What follows belongs to an exercise in optimizing a design on an open flow for small area; a production flow would make more cautious choices. At most, simulation tests tie the RTL to the original design; equivalence was not proved. Function not checked in run 4: the RTL went through the layout flow alone. Power and IR drop assume default switching activity.

--- flow/run.sh ---
#!/bin/bash
# The standard layout with an area pass after its standard synthesis:
#  * each port gets the smallest buffer (buf_1);
#  * clock tree synthesis inserts no dummy loads;
#  * the synthesized netlist is improved without touching its registers:
#    fa_polarity.py picks each full adder's polarity (a full adder is
#    self-dual) to drop inverters, and abc re-maps the remaining logic for
#    area (reabc.ys), three times over, keeping the smallest; the result replaces 1_2_yosys.v and the
#    standard flow continues from there. Timing is then repaired by the flow.
set -euo pipefail
export BUFFER_PORTS_ARGS="-buffer_cell sky130_fd_sc_hd__buf_1"
export CTS_ARGS="-sink_clustering_enable -repair_clock_nets -buf_list sky130_fd_sc_hd__clkbuf_8 -dont_use_dummy_load"
R=orfs/results/sky130hd/moving_average_v5/base
L=orfs/logs/sky130hd/moving_average_v5/base
LIB=$FLOW_HOME/platforms/sky130hd/lib/sky130_fd_sc_hd__tt_025C_1v80.lib
bash standard.sh synth > synth.log 2>&1
cp $R/1_2_yosys.v yosys_standard.v
DONTUSE=$(grep -o -- "-dont_use [^ ]*" $L/1_2_yosys.log | sort -u | tr '\n' ' ')
cur=yosys_standard.v
best=""
best_area=""
for i in 1 2 3; do
  python3 flow/fa_polarity.py $cur pol$i.v >> fa_polarity.log 2>&1
  sed -e "s#@LIB@#$LIB#g" -e "s#@IN@#pol$i.v#" -e "s#@OUT@#abc$i.v#" \
      -e "s#@SCRIPT@#flow/amap.script#" -e "s#@TOP@#$FLOW_TOP#" \
      -e "s#@DONTUSE@#$DONTUSE#" flow/reabc.ys > reabc$i.ys
  yosys -l reabc$i.log reabc$i.ys > /dev/null
  area=$(grep "Chip area" reabc$i.log | tail -1 | awk '{print $NF}')
  if [[ -z "$best" ]] || awk "BEGIN{exit !($area < $best_area)}"; then
    best=abc$i.v
    best_area=$area
  fi
  cur=abc$i.v
done
echo "kept $best ($best_area um2)" >> fa_polarity.log
python3 flow/fa_polarity.py $best yosys_final.v >> fa_polarity.log 2>&1
cp yosys_final.v $R/1_2_yosys.v
rm -f $R/1_synth.odb
bash standard.sh > standard.log 2>&1
--- flow/amap.script ---
&get -n
&st
&dch -f
&nf -R 1000
&put
--- flow/fa_polarity.py ---
#!/usr/bin/env python3
"""Remove inverters around full adders by choosing each full adder's polarity.

A full adder is self-dual: FA(~a, ~b, ~c) gives ~SUM and ~COUT. Synthesis
often maps adder chains with every input inverted; this picks, for each
sky130 fa cell, whether to use it as is or with all pins complemented, so
that the fewest inverters are needed, and rewrites the netlist. Buffers and
inverters are dissolved and one inverter is put back per net that needs its
complement. The logic function and every register are unchanged.

usage: fa_polarity.py in.v out.v
"""
import math
import random
import re
import sys

OUT_PINS = {'X', 'Y', 'Q', 'Q_N', 'SUM', 'COUT', 'HI', 'LO', 'GCLK'}
INV_RE = re.compile(r'^sky130_fd_sc_hd__(inv|clkinv)_\d+$')
BUF_RE = re.compile(r'^sky130_fd_sc_hd__(buf|clkbuf)_\d+$')
FA_RE = re.compile(r'^sky130_fd_sc_hd__fa_\d+$')
CONST = {"1'h0": "1'h1", "1'h1": "1'h0", "1'b0": "1'b1", "1'b1": "1'b0"}

src = open(sys.argv[1]).read()
cell_re = re.compile(r'^(\s*)(sky130_fd_sc_hd__\w+)\s+(\S+)\s*\((.*?)\);\n', re.S | re.M)
pin_re = re.compile(r'\.(\w+)\(([^()]*)\)')

cells = []
for m in cell_re.finditer(src):
    pins = [(p, n.strip()) for p, n in pin_re.findall(m.group(4))]
    cells.append({'type': m.group(2), 'name': m.group(3), 'pins': pins,
                  'span': m.span()})

# output ports (their nets keep their drivers)
hdr = src[:src.index(');')]
out_ports = set()
for m in re.finditer(r'^\s*output\s+(\[(\d+):(\d+)\]\s+)?(\S+?)\s*;', src, re.M):
    if m.group(1):
        hi, lo = int(m.group(2)), int(m.group(3))
        for i in range(min(hi, lo), max(hi, lo) + 1):
            out_ports.add('%s[%d]' % (m.group(4), i))
    else:
        out_ports.add(m.group(4))

driver = {}
for idx, c in enumerate(cells):
    for p, n in c['pins']:
        if p in OUT_PINS:
            driver[n] = (idx, p)

def transparent(c):
    if INV_RE.match(c['type']) or BUF_RE.match(c['type']):
        outn = [n for p, n in c['pins'] if p in OUT_PINS][0]
        return outn not in out_ports
    return False

trans = [transparent(c) for c in cells]
inv_par = [1 if INV_RE.match(c['type']) else 0 for c in cells]

root_cache = {}
def root(n):
    if n in root_cache:
        return root_cache[n]
    par = 0
    cur = n
    seen = 0
    while cur in driver and trans[driver[cur][0]] and seen < 1000:
        idx = driver[cur][0]
        par ^= inv_par[idx]
        cur = [x for p, x in cells[idx]['pins'] if p == 'A'][0]
        seen += 1
    root_cache[n] = (cur, par)
    return root_cache[n]

fa_idx = [i for i, c in enumerate(cells) if FA_RE.match(c['type'])]
fa_var = {i: k for k, i in enumerate(fa_idx)}

# consumers: (cell idx, pin, root, parity)
consumers = []
for idx, c in enumerate(cells):
    if trans[idx]:
        continue
    for p, n in c['pins']:
        if p in OUT_PINS:
            continue
        r, par = root(n)
        consumers.append((idx, p, r, par))
for n in sorted(out_ports):
    if n in driver and trans[driver[n][0]]:
        pass  # cannot happen: such drivers are kept
    r, par = root(n)
    if r != n:
        consumers.append((-1, n, r, par))

roots = sorted(set(x[2] for x in consumers))
root_id = {r: i for i, r in enumerate(roots)}
root_cons = [[] for _ in roots]
for k, (idx, p, r, par) in enumerate(consumers):
    root_cons[root_id[r]].append(k)
root_drv_fa = []
for r in roots:
    d = driver.get(r)
    root_drv_fa.append(fa_var.get(d[0]) if d else None)

fa_roots = [set() for _ in fa_idx]
for k, (idx, p, r, par) in enumerate(consumers):
    if idx in fa_var:
        fa_roots[fa_var[idx]].add(root_id[r])
for ri, v in enumerate(root_drv_fa):
    if v is not None:
        fa_roots[v].add(ri)

flip = [0] * len(fa_idx)

def need(k):
    idx, p, r, par = consumers[k]
    v = fa_var.get(idx)
    return par ^ (flip[v] if v is not None else 0)

def root_cost(ri):
    r = roots[ri]
    if r in CONST:
        return 0
    v = root_drv_fa[ri]
    prov = flip[v] if v is not None else 0
    for k in root_cons[ri]:
        if need(k) != prov:
            return 1
    return 0

def total():
    return sum(root_cost(i) for i in range(len(roots)))

def delta(v):
    rs = fa_roots[v]
    before = sum(root_cost(i) for i in rs)
    flip[v] ^= 1
    after = sum(root_cost(i) for i in rs)
    flip[v] ^= 1
    return after - before

orig_inv = sum(1 for i, c in enumerate(cells) if trans[i] and inv_par[i])
orig_buf = sum(1 for i, c in enumerate(cells) if trans[i] and not inv_par[i])
cost = total()
start = cost
best = cost
best_flip = flip[:]
random.seed(1)
n = len(fa_idx)
if n:
    T = 2.0
    steps = 40000
    for s in range(steps):
        T = 2.0 * (1 - s / steps) + 0.01
        v = random.randrange(n)
        d = delta(v)
        if d <= 0 or random.random() < math.exp(-d / T):
            flip[v] ^= 1
            cost += d
            if cost < best:
                best = cost
                best_flip = flip[:]
    flip = best_flip[:]
    # final greedy descent
    improved = True
    while improved:
        improved = False
        for v in range(n):
            if delta(v) < 0:
                flip[v] ^= 1
                improved = True
    best = total()

sys.stderr.write('fa_polarity: %d full adders, %d flipped; inverters %d -> %d '
                 '(buffers dissolved: %d)\n' % (n, sum(flip), orig_inv, best, orig_buf))

# ---- rewrite ----
inv_net = {}
new_cells = []
ninv = 0
tag = 0
while ('_fapol%d_' % tag) in src:
    tag += 1
prefix = '_fapol%d_' % tag
def inv_of(r):
    global ninv
    if r in CONST:
        return CONST[r]
    if r not in inv_net:
        name = '%sn%d_' % (prefix, ninv)
        inv_net[r] = name
        new_cells.append('  sky130_fd_sc_hd__inv_1 %si%d_ (\n    .A(%s),\n    .Y(%s)\n  );\n'
                         % (prefix, ninv, ref(r), name))
        ninv += 1
    return inv_net[r]

def ref(r):
    return r + ' ' if r.startswith('\\') else r

new_pins = {}
for k, (idx, p, r, par) in enumerate(consumers):
    ri = root_id[r]
    v = root_drv_fa[ri]
    prov = flip[v] if v is not None else 0
    net = ref(r) if need(k) == prov else inv_of(r)
    new_pins[(idx, p)] = net

out = []
pos = 0
extra_assign = []
for idx, c in enumerate(cells):
    a, b = c['span']
    out.append(src[pos:a])
    pos = b
    if trans[idx]:
        continue
    lines = []
    for p, nn in c['pins']:
        if p in OUT_PINS:
            lines.append('    .%s(%s)' % (p, ref(nn) if not nn.startswith('\\') else nn + ' '))
        else:
            lines.append('    .%s(%s)' % (p, new_pins[(idx, p)]))
    out.append('  %s %s (\n%s\n  );\n' % (c['type'], c['name'], ',\n'.join(lines)))
out.append(src[pos:])
text = ''.join(out)
# output ports fed through a dissolved buffer/inverter chain
for k, (idx, p, r, par) in enumerate(consumers):
    if idx == -1:
        extra_assign.append('  assign %s = %s;\n' % (p, new_pins[(idx, p)]))
decl = ''.join('  wire %s;\n' % n for n in inv_net.values())
ins = text.index('  sky130_fd_sc_hd__')
text = text[:ins] + decl + ''.join(new_cells) + ''.join(extra_assign) + text[ins:]
open(sys.argv[2], 'w').write(text)
--- flow/reabc.ys ---
# Re-map the logic between registers and adder cells for area.
# Registers, full and half adders and tie cells stay as they are (black boxes);
# every other cell is read as its liberty function and mapped again by abc.
read_liberty -overwrite -ignore_miss_func @LIB@
blackbox sky130_fd_sc_hd__fa_* sky130_fd_sc_hd__ha_* sky130_fd_sc_hd__df* sky130_fd_sc_hd__edf* sky130_fd_sc_hd__sdf* sky130_fd_sc_hd__dl* sky130_fd_sc_hd__conb_*
read_verilog @IN@
hierarchy -check -top @TOP@
flatten
rename -hide w:*.*
opt_clean -purge
abc -script @SCRIPT@ -liberty @LIB@ @DONTUSE@
splitnets
opt_clean -purge
write_verilog -noattr -nohex -nodec -selected @OUT@.tmp.v
design -reset
read_liberty -lib @LIB@
read_verilog @OUT@.tmp.v
hierarchy -check -top @TOP@
hilomap -singleton -hicell sky130_fd_sc_hd__conb_1 HI -locell sky130_fd_sc_hd__conb_1 LO
opt_clean -purge
check -assert -mapped
stat -liberty @LIB@
write_verilog -noattr -nohex -nodec @OUT@
--- standard.sh ---
#!/bin/bash
# synth_recipe.tcl (not shown) runs the flow's synth.tcl, then flattens the netlist and writes it again
# the make line also repeats each setting of config.mk as NAME=value (left out here)
make -C /OpenROAD-flow-scripts/flow DESIGN_CONFIG=/design/flow/config.mk WORK_HOME=/design/flow/orfs CLKGATE_MAP_FILE= SYNTH_SCRIPT=/design/flow/synth_recipe.tcl "${@:-finish}"
--- config.mk ---
export PLATFORM = sky130hd
export DESIGN_NAME = moving_average_v5
export DESIGN_NICKNAME = moving_average_v5
export VERILOG_FILES = /design/flow/design.v
export SDC_FILE = /design/flow/constraint.sdc
export NUM_CORES = 4
export LEC_CHECK = 0
export CAP_MARGIN = 20
export CORE_MARGIN = 2
export CORE_UTILIZATION = 60
export CTS_BUF_LIST = sky130_fd_sc_hd__clkbuf_8
export SLEW_MARGIN = 20
--- constraint.sdc ---
create_clock -name core_clock -period 6.0 [get_ports {clk}]
set_input_delay 1.2000 -clock core_clock [delete_from_list [all_inputs] [get_ports {clk}]]
set_output_delay 1.2000 -clock core_clock [all_outputs]
set_load 0.01 [all_outputs]
--- design.v ---
`timescale 1ns / 1ps
module ma5_add #(parameter W = 16, parameter F = 6, parameter B = 5) (
    input  wire [W-1:0] a,
    input  wire [W-1:0] b,
    input  wire         cin,
    output reg  [W-1:0] s
);
    reg [W-1:0] s0;
    reg c, bc, pa;
    integer i, k;
    always @* begin
        c = cin;
        for (i = 0; i < F; i = i + 1) begin
            s[i] = a[i] ^ b[i] ^ c;
            c = (a[i] & b[i]) | (a[i] & c) | (b[i] & c);
        end
        bc = c;
        for (k = F; k < W; k = k + B) begin
            c = 1'b0;
            pa = 1'b1;
            for (i = k; i < k + B && i < W; i = i + 1) begin
                s0[i] = a[i] ^ b[i] ^ c;
                c = (a[i] & b[i]) | (a[i] & c) | (b[i] & c);
                s[i] = s0[i] ^ (bc & pa);
                pa = pa & s0[i];
            end
            bc = c | (bc & pa);
        end
    end
endmodule
module moving_average_v5 (
    input wire clk,
    input wire rst_n,
    input wire enable,
    input wire data_refresh,
    input wire output_refresh_mode,
    input wire signed [15:0] din,
    input wire [2:0] mode,
    output reg signed [15:0] dout,
    output reg output_pulse
);
reg [27:4] acc;
reg [15:0] h0, h1, h2, h3;
reg [3:0] cnt;
reg init_flag;
wire upd  = enable & data_refresh;
wire load = ~init_flag & (cnt == 4'd0);
reg [23:0] x, y;
always @* begin
    if (!upd)
        x = 24'b0;
    else if (init_flag)
        x = {{8{din[15]}}, din};
    else if (load)
        x = {din, 8'b0};
    else
        x = {{4{din[15]}}, din, 4'b0};
    y = (upd & init_flag) ? ~{{8{h3[15]}}, h3} : 24'b0;
end
wire cin_a = upd & init_flag;
wire [23:0] xs = acc ^ x ^ y;
wire [23:0] xc = (acc & x) | (acc & y) | (x & y);
wire [23:0] acc_next;
ma5_add #(.W(24), .F(4), .B(5)) u_acc_add (
    .a(xs), .b({xc[22:0], cin_a}), .cin(1'b0), .s(acc_next)
);
wire m1 = (mode == 3'b001);
wire m2 = (mode == 3'b010);
wire m3 = (mode == 3'b011);
wire [15:0] q = ({16{m1}} & ~h2) | ({16{m2}} & h1) | ({16{m3}} & acc[27:12]);
wire [15:0] t1s = h0 ^ h1 ^ h2;
wire [15:0] t1c = (h0 & h1) | (h0 & h2) | (h1 & h2);
wire [15:0] t1cs = {t1c[14:0], 1'b0};
wire [15:0] t2s = t1s ^ t1cs ^ q;
wire [15:0] t2c = (t1s & t1cs) | (t1s & q) | (t1cs & q);
wire [15:0] w;
ma5_add #(.W(16), .F(4), .B(4)) u_out_add (
    .a(t2s), .b({t2c[14:0], m1}), .cin(1'b0), .s(w)
);
reg [15:0] dnext;
always @* begin
    case (mode)
        3'b001:         dnext = {w[15], w[15:1]};
        3'b010, 3'b011: dnext = {{2{w[15]}}, w[15:2]};
        3'b100, 3'b101: dnext = acc[27:12];
        default:        dnext = din;
    endcase
end
reg pnext;
always @* begin
    case (mode)
        3'b001:  pnext = cnt[0];
        3'b010:  pnext = (cnt[1:0] == 2'b10);
        3'b011:  pnext = (cnt[1:0] == 2'b11);
        3'b100:  pnext = (cnt == 4'b0111);
        3'b101:  pnext = (cnt == 4'b1111);
        default: pnext = 1'b1;
    endcase
end
always @(posedge clk or negedge rst_n) begin
    if (!rst_n) begin
        acc <= 24'b0;
    end else begin
        acc <= acc_next;
    end
end
always @(posedge clk or negedge rst_n) begin
    if (!rst_n) begin
        h0 <= 16'b0; h1 <= 16'b0; h2 <= 16'b0;
        cnt <= 4'b0;
        init_flag <= 1'b0;
        dout <= 16'b0;
        output_pulse <= 1'b0;
    end else if (enable) begin
        if (data_refresh) begin
            h0 <= din; h1 <= h0; h2 <= h1;
            if (!init_flag) begin
                cnt <= cnt + 4'd1;
                if (cnt == 4'd15) init_flag <= 1'b1;
            end
        end
        output_pulse <= data_refresh & (output_refresh_mode | pnext);
        dout <= dnext;
    end
end
always @(posedge clk) begin
    if (enable & data_refresh) h3 <= h2;
end
endmodule
==> out/qor.csv, run 1 <==
metric,value,unit
status,"complete, no violations",
yosys warns,3,
IO buf count,40,
Via density,5.97,
CTS tree,done,
Congestion Overflow GR,0,
Clock Pin Slew Worst Setup and Hold Paths,0.08,ns
worst clock skew,0.0163,ns
row count,39,
chip height,112,um
DRT iter0 DRCs,399,
later-pin clock latency in the skew report,0.39,ns
# diodes,0,
Critical Path RT,6.31,ns
cell area after layout,0.00782,sq mm
Worst Tran Pin Value,1.05,ns
Routed WL,17800,um
worst vdd ir,332,uV
Vias,5215,
"commonest non-fill, non-tap cell in the layout",nor2_1,
Relative slew margins,29.9,%
Avg WL per Cell,20.4,um
Initial Util,61.0,%
data arrival time of the worst path,6.05,ns
unrepaired setup endpoints after global routing,false,
Area Growth Syn to Fin,12.7,%
capture point of the worst reg-to-reg path,acc[27],
share of post-route cells with drive strength above 1,9.99,%
Worst Hold Class,flop to flop,
f_max,174,MHz
worst-case clock buffer depth,2,
RR Startpoint,cnt[0],
hpwl dp,13500,um
post-CTS resize count,0,
Die W,112,um
synthesized instance count,640,
Hold EP,output_pulse,
CTS Root Cell,clkbuf_8,
die area,0.0124,sq mm
clk sinks,110,
Slew Limit Fails,0,
GP Congestion,0.867,
Post-Syn Area per Cell,10.8,sq um
post-route setup slack,0.261,ns
largest net degree at the start of global routing,60,
pre-CTS worst setup slack,-0.117,ns
total power,3810,uW
"commonest cells after routing, fill and taps aside","nor2_1 (153), dfrtp_1 (94), fa_1 (77)",
Worst Reg-to-Reg Cells,19,
Final min period,5.74,ns
period utilization,95.6,%
Hold Path Origin,output_pulse,
flop-to-flop setup slack,0.50,ns
Mapped Nets,765,
final net count,858,
H-tree Lvls,3,
"critical path fanouts, max",4,
number of routed nets with antenna violations,0,
cell leakage power,0.00334,uW
Final Hold Fails,0,
Worst Setup Start Kind,input port,
global-route wire length before repair,29100,um
core box area,0.0114,sq mm
placed inst area,0.00769,sq mm
hold buffers post-CTS,0,
Post-CTS Setup Inserts,0,
PD cells,487,mW/mm^2
initial antenna violation count,0,
number of I/O pins,41,
via count of the first global-routing pass,5524,
router iterations before antenna repair,5,
total CTS buffers,9,
Synth Cell Area,0.00694,sq mm
DRC Markers,0,
kind of critical path,input port to flop,
worst hold path stage count,1,
Final Setup Violations,0,
Setup crit end kind,flop,
maxcap violations,0,
gr usage total,30.9,%
total negative slack,0,ns
==> final cells by class <==
type | instances | area [sq um]
well taps | 143 | 179
fillers | 903 | 3550
inverters | 22 | 88.8
flip-flops and latches | 110 | 2830
multi-input cells | 508 | 4130
repair buffers | 82 | 469
clock buffers | 9 | 124
==> registers in the layout, summed over array words and instances, names as in the netlist, 4 cells and up <==
signal and count:
h3 16, h2 16, h1 16, h0 16, cnt 4, dout 16, acc 24
==> worst max-delay path: stages <==
cell and delay (ns):
buf_1 0.22, nand2_8 0.07, clkinvlp_4 0.14, nand2_1 0.11, nor2_1 0.15, fa_1 0.47
ha_4 0.19, fa_2 0.34, fa_2 0.37, fa_2 0.37, fa_1 0.54, a31o_1 0.18
and3_4 0.20, nand3_2 0.09, o21ai_2 0.18, nand3_2 0.10, or3_4 0.42, o21ai_2 0.17
and3_4 0.19, nor3b_4 0.20, xnor2_1 0.14
==> per-layer routing <==
metal / global-route usage [%] / share of wire, % / vias to the layer above
li1: - / - / 2373
met1: 40.2 / 41 / 2654
met2: 53.5 / 52 / 152
met3: 5.06 / 4.6 / 36
met4: 10.4 / 3.0 / 0
met5: 0 / 0 / -
==> how the worst max path moves through the flow <==
stage,startpoint,endpoint,slack [ns],cells past startpoint
floorplan,enable,acc[27],-0.73,21
global placement,enable,acc[27],-0.004,21
detailed placement,data_refresh,acc[27],-0.12,21
CTS,data_refresh,acc[27],0.27,21
global route,data_refresh,acc[27],0.02,20
finish,enable,acc[27],0.26,21
==> stage by stage <==
stage	utilization (%)	hold WS [ns]	instances
6_report	68.8	0.510	874
5_1_grt	68.8	0.542	874
4_1_cts	68.8	0.512	874
3_5_place_dp	67.7	0.492	865
3_3_place_gp	67.7	0.471	865
2_1_floorplan	-	0.479	640
==> power breakdown <==
| group | internal (uW) | switching, uW |
|---|---|---|
| combinational | 1040 | 1200 |
| clock | 136 | 241 |
| sequential | 983 | 216 |
| total | 2160 | 1650 |
==> inputs of run 2 (changes only) <==
--- a/config.mk
+++ b/config.mk
@@ -6,4 +6,5 @@
 export NUM_CORES = 4
 export LEC_CHECK = 0
+export ABC_AREA = 1
 export CAP_MARGIN = 20
 export CORE_MARGIN = 2
@@ -11,2 +12,3 @@
 export CTS_BUF_LIST = sky130_fd_sc_hd__clkbuf_8
 export SLEW_MARGIN = 20
+export TNS_END_PERCENT = 0
==> out/qor.csv, run 2 <==
metric,value,unit,change
Mapped Nets,783,,+2.4%
Worst Tran Pin Value,0.696,ns,-0.352 ns
f_max,174,MHz,about the same
final net count,862,,+0.47%
DRC Markers,0,,unchanged
Critical Path RT,6.26,ns,-0.05 ns
Avg WL per Cell,20.1,um,-1.1%
Routed WL,17700,um,-0.67%
# diodes,0,,unchanged
Final Non-Filler Cells,878,,+0.46%
worst vdd ir,278,uV,-16%
Via density,6.05,,+1.5%
PD cells,468,mW/mm^2,-4.0%
switching portion of total power,43.6,%,+0.25 points
maxcap violations,0,,unchanged
Synth Cell Area,0.00698,sq mm,+0.56%
Worst path max stage delay,0.53,ns,about the same
hold buffers post-CTS,0,,unchanged
Relative slew margins,53.6,%,+24 points
cell leakage power,0.00333,uW,-0.46%
Logic pwr share,56.6,%,-2.1 points
via count of the first global-routing pass,5698,,+3.1%
CP dominant cell by count,fa_1,,
kind of critical path,input port to flop,,
Seq pwr share,33.0,%,+1.5 points
CP bufs+invs,3,,+1
Initial Util,61.4,%,+0.34 points
crit path max-delay cell type,fa_1,,
"commonest cells after routing, fill and taps aside","nor2_1 (148), dfrtp_1 (94), fa_1 (77)",,
share of post-route cells with drive strength above 1,7.07,%,-2.9 points
total CTS buffers,9,,unchanged
later-pin clock latency in the skew report,0.39,ns,about the same
Congestion Overflow GR,0,,unchanged
CTS Root Cell,clkbuf_8,,
hpwl dp,13600,um,+1.2%
Clock Pin Slew Worst Setup and Hold Paths,0.09,ns,about the same
placed cell count,869,,+0.46%
yosys warns,3,,unchanged
H-tree Lvls,3,,unchanged
core box area,0.0114,sq mm,unchanged
Final Hold Fails,0,,unchanged
status,"complete, no violations",,
DRT iter0 DRCs,426,,+6.8%
RR Startpoint,cnt[0],,
IO buf count,40,,unchanged
worst-case clock buffer depth,2,,unchanged
total net switching power,1570,uW,-4.7%
chip height,112,um,+0.27%
Final Setup Violations,0,,unchanged
Area Growth Syn to Fin,10.5,%,
initial antenna violation count,0,,unchanged
global-route wire length before repair,29700,um,+1.8%
"critical path fanouts, max",7,,+3
flop-to-flop setup slack,1.02,ns,+0.52 ns
Largest Register,acc,,
Vias,5315,,+1.9%
clk sinks,110,,unchanged
die area,0.0125,sq mm,+0.54%
Worst Hold Class,flop to flop,,
largest net degree at the start of global routing,56,,-6.7%
Slew Limit Fails,0,,unchanged
Hold Path Origin,dout[2],,
clock network fraction of total power,10.4,%,+0.5 points
Worst Setup Start Kind,input port,,
Setup crit end kind,flop,,
Final min period,5.74,ns,+0.00284 ns
number of flip-flops in the largest register,24,,unchanged
number of routed nets with antenna violations,0,,unchanged
Post-Syn Area per Cell,10.6,sq um,-2.2%
unrepaired setup endpoints after global routing,false,,
GP Congestion,0.932,,+7.4%
cell family with most CP delay,adder cells,,
period utilization,95.7,%,about the same
synthesized instance count,658,,+2.8%
CTS tree,done,,
gr usage total,31.1,%,+0.21 points
crit path launch,mode[2],,
worst-path cell chain,"buf_1, inv_1, and3_1, buf_4, a22oi_1, o21ai_0, fa_1, fa_1, fa_1, fa_1, nand4_1, o21bai_1, and3_1, a31o_1, ha_1, xor2_1, a221oi_1, o31a_1, o22ai_1",,
router iterations before antenna repair,9,,+4
worst clock skew,0.0132,ns,-0.00313 ns
Pint,2040,uW,-5.7%
number of I/O pins,41,,unchanged
"commonest non-fill, non-tap cell in the layout",nor2_1,,
total negative slack,0,ns,unchanged
row count,39,,unchanged
data arrival time of the worst path,6.00,ns,-0.05 ns
Die W,112,um,+0.27%
run 2: worst register-to-register path: cells and delay by family, from the launching register on:
family | cells | cell delay [ns]
buffers and inverters | 2 | 0.37
AOI/OAI and AO/OA | 4 | 0.67
DFF | 1 | 0.42
and+or+nand+nor | 5 | 0.90
adders and majority gates | 6 | 2.44
xor gates and xnor gates | 1 | 0.13
run 2: worst paths after layout:
| path | end | depth (start not counted) |
|---|---|---|
| min in group asynchronous | acc[4] | 1 |
| max in group asynchronous | acc[19] | 2 |
| hold / removal | dout[2] | 1 |
| setup reg to reg | acc[27] | 18 |
| setup / recovery | dout[12] | 19 |
| hold reg to reg | dout[2] | 1 |
run 2: area by class of cell:
type                    count  area, sq um
flip-flops and latches    110         2830
repair buffers             68          364
well taps                 143          179
clock buffers               9          124
multi-input cells         519         4100
fillers                   916         3660
inverters                  29          115
run 2: metal layers:
layer / share of wire, % / routed length [um] / GRT usage [%] / up-vias
met1: 40 / 7140 / 41.5 / 2650
met2: 48 / 8420 / 48.8 / 219
met4: 5.2 / 913 / 17.0 / 0
met5: 0 / 0 / 0 / -
li1: - / - / - / 2390
met3: 6.8 / 1210 / 5.82 / 56
run 2: power by group through the flow:
stage | registers (uW) | clock network, uW | logic, uW
after detailed placement | 1200 | 0 | 2040
after CTS | 1190 | 382 | 2060
after floorplan | 1160 | 0 | 1530
final | 1190 | 375 | 2050
after global placement | 1200 | 0 | 1970
after global routing | 1210 | 404 | 2330
run 2: stage by stage:
step | setup slack [ns] | hold slack (ns) | total power, uW | cell area (sq um) | util (%)
detailed placement | -0.133 | 0.468 | 3250 | 7580 | 66.7
global placement | 0.0206 | 0.461 | 3170 | 7580 | 66.7
global route | 0.0113 | 0.508 | 3950 | 7710 | 67.8
CTS | 0.282 | 0.487 | 3630 | 7710 | 67.8
floorplan | -0.327 | 0.483 | 2690 | 7030 | -
finish | 0.258 | 0.481 | 3610 | 7710 | 67.8
run 2: repair_timing:
| item | CTS | global route |
|---|---|---|
| buffers inserted | 0 | 0 |
| setup endpoints to repair | 0 | 4 |
| resized for setup | 0 | 2 |
==> inputs of run 3 (changes only) <==
--- a/config.mk
+++ b/config.mk
@@ -12,3 +12,2 @@
 export CTS_BUF_LIST = sky130_fd_sc_hd__clkbuf_8
 export SLEW_MARGIN = 20
-export TNS_END_PERCENT = 0
==> out/qor.csv, run 3 <==
metric,value,unit,change
status,"complete, no violations",,
"commonest non-fill, non-tap cell in the layout",nor2_1,,
final net count,856,,-0.70%
gr usage total,31.1,%,about the same
global-route wire length before repair,29400,um,-0.72%
Congestion Overflow GR,0,,unchanged
Clock Pin Slew Worst Setup and Hold Paths,0.10,ns,about the same
yosys warns,3,,unchanged
GP Congestion,0.914,,-1.9%
flop-to-flop setup slack,0.72,ns,-0.30 ns
CTS Root Cell,clkbuf_8,,
H-tree Lvls,3,,unchanged
RR Startpoint,cnt[0],,
Slew Limit Fails,0,,unchanged
CTS tree,done,,
clk sinks,110,,unchanged
Final Hold Fails,0,,unchanged
DRT iter0 DRCs,554,,+30%
total CTS buffers,9,,unchanged
later-pin clock latency in the skew report,0.40,ns,about the same
unrepaired setup endpoints after global routing,false,,
Mapped Nets,783,,unchanged
cell leakage power,0.00329,uW,-0.99%
number of I/O pins,41,,unchanged
crit path launch,mode[2],,
row count,39,,unchanged
Worst Reg-to-Reg Cells,18,,unchanged
PD cells,470,mW/mm^2,+0.35%
Worst Hold Class,flop to flop,,
Via density,6.02,,-0.56%
Worst Tran Pin Value,0.928,ns,+0.232 ns
Vias,5249,,-1.2%
post-route setup slack,0.445,ns,+0.186 ns
number of flip-flops in the largest register,24,,unchanged
Avg WL per Cell,20.4,um,+1.2%
Area Growth Syn to Fin,9.88,%,
Post-CTS Setup Inserts,0,,unchanged
initial antenna violation count,0,,unchanged
Initial Util,61.4,%,unchanged
pre-CTS worst setup slack,0.0601,ns,+0.193 ns
Final min period,5.56,ns,-0.186 ns
worst clock skew,0.0218,ns,+0.00863 ns
data arrival time of the worst path,5.83,ns,-0.17 ns
Post-Syn Area per Cell,10.6,sq um,unchanged
IO buf count,40,,unchanged
capture point of the worst reg-to-reg path,acc[27],,
hpwl dp,13600,um,-0.18%
DRC Markers,0,,unchanged
router iterations before antenna repair,5,,-4
worst-case clock buffer depth,2,,unchanged
Final Setup Violations,0,,unchanged
# diodes,0,,unchanged
Routed WL,17800,um,+0.49%
largest net degree at the start of global routing,67,,+20%
Critical Path Sink,dout[10],,
period utilization,92.6,%,-3.1 points
post-layout util,67.4,%,-0.41 points
post-CTS resize count,0,,unchanged
share of post-route cells with drive strength above 1,6.58,%,-0.49 points
"critical path fanouts, max",5,,-2
Filler cells,910,,-0.66%
Worst Setup Start Kind,input port,,
Critical Path RT,6.27,ns,about the same
Die W,112,um,unchanged
synthesized instance count,658,,unchanged
die area,0.0125,sq mm,unchanged
worst vdd ir,307,uV,+10%
Relative slew margins,38.1,%,-16 points
Largest Register,acc,,
number of routed nets with antenna violations,0,,unchanged
chip height,112,um,unchanged
via count of the first global-routing pass,5445,,-4.4%
hold buffers post-CTS,0,,unchanged
core box area,0.0114,sq mm,unchanged
Synth Cell Area,0.00698,sq mm,unchanged
f_max,180,MHz,+3.4%
"commonest cells after routing, fill and taps aside","nor2_1 (148), dfrtp_1 (94), fa_1 (76)",,
Setup crit end kind,flop,,
maxcap violations,0,,unchanged
kind of critical path,input port to flop,,
==> run 3: where the power goes <==
| part | switching (uW) | internal, uW | total, uW |
|---|---|---|---|
| logic | 1110 | 919 | 2020 |
| registers | 231 | 976 | 1210 |
| clock network | 234 | 135 | 370 |
==> run 3: area by class of cell <==
type	instances	area [sq um]	area share [%]
flip-flops and latches	110	2830	37.0
repair buffers	62	319	4.16
inverters	29	115	1.50
multi-input cells	519	4100	53.4
clock buffers	9	124	1.62
well taps	143	179	2.33
==> run 3: worst min path at each step <==
stage               cells past startpoint  slack (ns)      end     from
floorplan                               0        0.48    h3[0]    h2[0]
global placement                        1        0.46  dout[2]  dout[2]
detailed placement                      1        0.47  dout[3]  dout[3]
CTS                                     1        0.49  dout[3]  dout[3]
global route                            1        0.51  dout[3]  dout[3]
finish                                  1        0.49  dout[3]  dout[3]
==> run 3: layer usage <==
metal	vias to the layer above	GRT usage, %	routed length [um]
met5	-	0	0
met4	0	11.5	621
met3	37	6.21	1050
met2	199	52.1	9020
met1	2631	40.6	7090
li1	2382	-	-
==> run 3: critical path: stages <==
cell	delay (ns)
buf_1	0.16
inv_1	0.12
and3_1	0.24
a22oi_1	0.15
o21ai_0	0.15
fa_1	0.50
ha_1	0.22
fa_1	0.45
fa_1	0.46
fa_1	0.60
inv_1	0.05
o21bai_1	0.21
and3_1	0.26
a31o_1	0.21
ha_1	0.25
a221o_1	0.30
a21oi_1	0.18
o22ai_1	0.11
==> run 3: stage by stage <==
step                hold WS, ns  area [sq um]  TNS, ns  power (uW)  instances
floorplan                 0.483          7040    -1.25        2690        658
global placement          0.461          7540        0        3160        863
detailed placement        0.469          7540        0        3240        863
CTS                       0.487          7670        0        3620        872
global route              0.510          7670        0        3950        872
finish                    0.487          7670        0        3600        872
==> inputs of run 4 (changes only) <==
--- a/design.v
+++ b/design.v
@@ -45,5 +45,6 @@
 reg init_flag;
 wire upd  = enable & data_refresh;
-wire load = ~init_flag & (cnt == 4'd0);
+reg seen;              
+wire load = ~seen;
 reg [23:0] x, y;
 always @* begin
@@ -62,5 +63,5 @@
 wire [23:0] xc = (acc & x) | (acc & y) | (x & y);
 wire [23:0] acc_next;
-ma5_add #(.W(24), .F(4), .B(5)) u_acc_add (
+ma5_add #(.W(24), .F(4), .B(4)) u_acc_add (
     .a(xs), .b({xc[22:0], cin_a}), .cin(1'b0), .s(acc_next)
 );
@@ -75,5 +76,5 @@
 wire [15:0] t2c = (t1s & t1cs) | (t1s & q) | (t1cs & q);
 wire [15:0] w;
-ma5_add #(.W(16), .F(4), .B(4)) u_out_add (
+ma5_add #(.W(16), .F(3), .B(4)) u_out_add (
     .a(t2s), .b({t2c[14:0], m1}), .cin(1'b0), .s(w)
 );
@@ -110,4 +111,5 @@
         cnt <= 4'b0;
         init_flag <= 1'b0;
+        seen <= 1'b0;
         dout <= 16'b0;
         output_pulse <= 1'b0;
@@ -115,4 +117,5 @@
         if (data_refresh) begin
             h0 <= din; h1 <= h0; h2 <= h1;
+            seen <= 1'b1;
             if (!init_flag) begin
                 cnt <= cnt + 4'd1;
==> out/qor.csv, run 4 <==
metric,value,unit,change
router iterations before antenna repair,5,,unchanged
clk sinks,111,,+0.91%
Post-CTS Setup Inserts,0,,unchanged
Final min period,5.66,ns,+0.109 ns
Setup crit end kind,flop,,
Area Growth Syn to Fin,10.7,%,
data arrival time of the worst path,5.92,ns,+0.09 ns
kind of critical path,input port to flop,,
# diodes,0,,unchanged
gr usage total,29.9,%,-1.2 points
clock network fraction of total power,10.4,%,about the same
final net count,843,,-1.5%
Filler cells,917,,+0.77%
number of flip-flops in the largest register,24,,unchanged
worst vdd ir,292,uV,-4.8%
worst clock skew,0.0216,ns,-0.000255 ns
largest net degree at the start of global routing,67,,unchanged
Critical Path RT,6.26,ns,about the same
chip height,112,um,-0.19%
share of post-route cells with drive strength above 1,8.10,%,+1.5 points
row count,39,,unchanged
worst-case clock buffer depth,2,,unchanged
initial antenna violation count,0,,unchanged
Logic pwr share,54.9,%,-1.3 points
Clock Pin Slew Worst Setup and Hold Paths,0.10,ns,about the same
Largest Register,acc,,
unrepaired setup endpoints after global routing,false,,
Congestion Overflow GR,0,,unchanged
DRT iter0 DRCs,361,,-35%
Worst Tran Pin Value,0.829,ns,-0.0994 ns
DRC Markers,0,,unchanged
cell leakage power,0.00339,uW,+2.9%
PD cells,454,mW/mm^2,-3.3%
hold buffers post-CTS,0,,unchanged
Avg WL per Cell,19.8,um,-2.9%
global-route wire length before repair,28500,um,-3.3%
via count of the first global-routing pass,5363,,-1.5%
Synth Cell Area,0.00695,sq mm,-0.39%
Relative slew margins,44.7,%,+6.6 points
Via density,5.96,,-1.0%
maxcap violations,0,,unchanged
Final Hold Fails,0,,unchanged
Final Setup Violations,0,,unchanged
Routed WL,17000,um,-4.4%
core box area,0.0114,sq mm,unchanged
f_max,177,MHz,-1.9%
CTS Root Cell,clkbuf_8,,
CTS tree,done,,
"commonest cells after routing, fill and taps aside","nor2_1 (146), dfrtp_1 (95), fa_1 (75)",,
Mapped Nets,764,,-2.4%
Initial Util,61.1,%,-0.24 points
post-layout util,67.7,%,+0.25 points
"commonest non-fill, non-tap cell in the layout",nor2_1,,
number of routed nets with antenna violations,0,,unchanged
"critical path fanouts, max",6,,+1
later-pin clock latency in the skew report,0.39,ns,about the same
IO buf count,40,,unchanged
Post-Syn Area per Cell,10.9,sq um,+2.6%
post-CTS resize count,0,,unchanged
number of I/O pins,41,,unchanged
total CTS buffers,9,,unchanged
total negative slack,0,ns,unchanged
synthesized instance count,639,,-2.9%
hpwl dp,13100,um,-3.7%
H-tree Lvls,3,,unchanged
total net switching power,1490,uW,-4.9%
period utilization,94.4,%,+1.8 points
status,"complete, no violations",,
Seq pwr share,34.6,%,+1.1 points
yosys warns,3,,unchanged
Worst Setup Start Kind,input port,,
die area,0.0125,sq mm,-0.38%
Slew Limit Fails,0,,unchanged
switching portion of total power,42.8,%,-0.86 points
Worst Hold Class,flop to flop,,
Pint,2000,uW,-1.5%
Vias,5119,,-2.5%
total power,3500,uW,-3.0%
Die W,112,um,-0.19%
GP Congestion,0.931,,+1.8%
==> run 4: path summary, 6_finish.rpt <==
kind / from / end / slack (ns) / cells past startpoint
max: mode[1] / dout[15] / 0.34 / 21
min reg2reg: dout[4] / dout[4] / 0.52 / 2
min in group asynchronous: rst_n / h1[0] / 0.83 / 1
max reg2reg: h0[3] / dout[15] / 1.07 / 17
min: dout[4] / dout[4] / 0.52 / 2
max in group asynchronous: rst_n / acc[15] / 4.04 / 2
==> run 4: metal layers <==
layer  share of wire (%)  up-vias  global-route usage [%]
li1                    -     2331                       -
met1                  41     2595                    39.8
met4                 3.6        0                    11.5
met2                  50      158                    49.0
met5                   0        -                       0
met3                 5.2       35                    6.42
==> run 4: critical path, cell delays in order <==
cell and delay, ns:
buf_1 0.09, inv_1 0.08, nor3_2 0.44, a22oi_1 0.15, o21ai_0 0.15, fa_1 0.46
ha_1 0.22, fa_1 0.45, fa_1 0.46, fa_1 0.57, a21o_1 0.15, and3_1 0.24
nand3_1 0.12, nand2b_1 0.12, and3_1 0.22, and3_1 0.19, nor2_1 0.06, xnor2_1 0.13
a21o_1 0.19, a21oi_1 0.14, o22ai_1 0.09
==> run 4: layout make-up <==
type                       instances  area, sq um  share of cell area, %
tap                              143          179                   2.33
multi-input combinational        509         4090                   53.2
inverter                          19         78.8                   1.02
timing repair buffer              68          364                   4.73
clock buffer                       9          124                   1.61
sequential                       111         2860                   37.1
==> run 4: power by group through the flow <==
stage               sequential, uW  clock, uW  combinational (uW)
global route                  1240        407                2180
detailed placement            1230          0                1910
finish                        1210        365                1920
CTS                           1210        377                1930
global placement              1220          0                1850
floorplan                     1160          0                1400
==> run 4: through the flow <==
stage | worst slack, ns | cell area, sq um | hold WS [ns] | instances
2_1_floorplan | -0.811 | 7030 | 0.483 | 639
3_3_place_gp | 0.103 | 7570 | 0.490 | 850
3_5_place_dp | -0.0394 | 7570 | 0.500 | 850
4_1_cts | 0.381 | 7690 | 0.524 | 859
5_1_grt | 0.0303 | 7690 | 0.545 | 859
6_report | 0.336 | 7690 | 0.515 | 859

==> static timing again, ports no longer ideal <==
No port has a modelled driver above. Below, the same layouts with a new extraction and two added sets of constraints. Step 1 sets driving cells, clkbuf_16 on the clock port and buf_2 on the other inputs (assumed; they add their load-dependent delay and slew). Step 2 times the ports against the registers' clock, not the clock port: input delays grow and output delays shrink by t, the midpoint of the rising clock arrivals with the driver on. Slacks: no drivers / after step 1 / after step 2; pairs: no drivers / after step 1.
run | t (ns) | slack for setup (ns) | hold slack, ns | worst register clock-pin slew, ns
run 1 | 0.420 | 0.261 / 0.266 / -0.155 | 0.510 / 0.510 / 0.510 | 0.10 / 0.10
run 2 | 0.422 | 0.258 / 0.272 / -0.150 | 0.481 / 0.481 / 0.481 | 0.10 / 0.10
run 3 | 0.425 | 0.445 / 0.462 / 0.037 | 0.487 / 0.487 / 0.487 | 0.10 / 0.10
run 4 | 0.415 | 0.336 / 0.347 / -0.068 | 0.515 / 0.515 / 0.515 | 0.10 / 0.10
With both steps, setup timing fails in run 1, run 2 and run 4, where it was met with ideal ports. The setup slack of run 1, which loses most, moves by +0.005 ns with the drivers and by -0.416 ns with both steps.
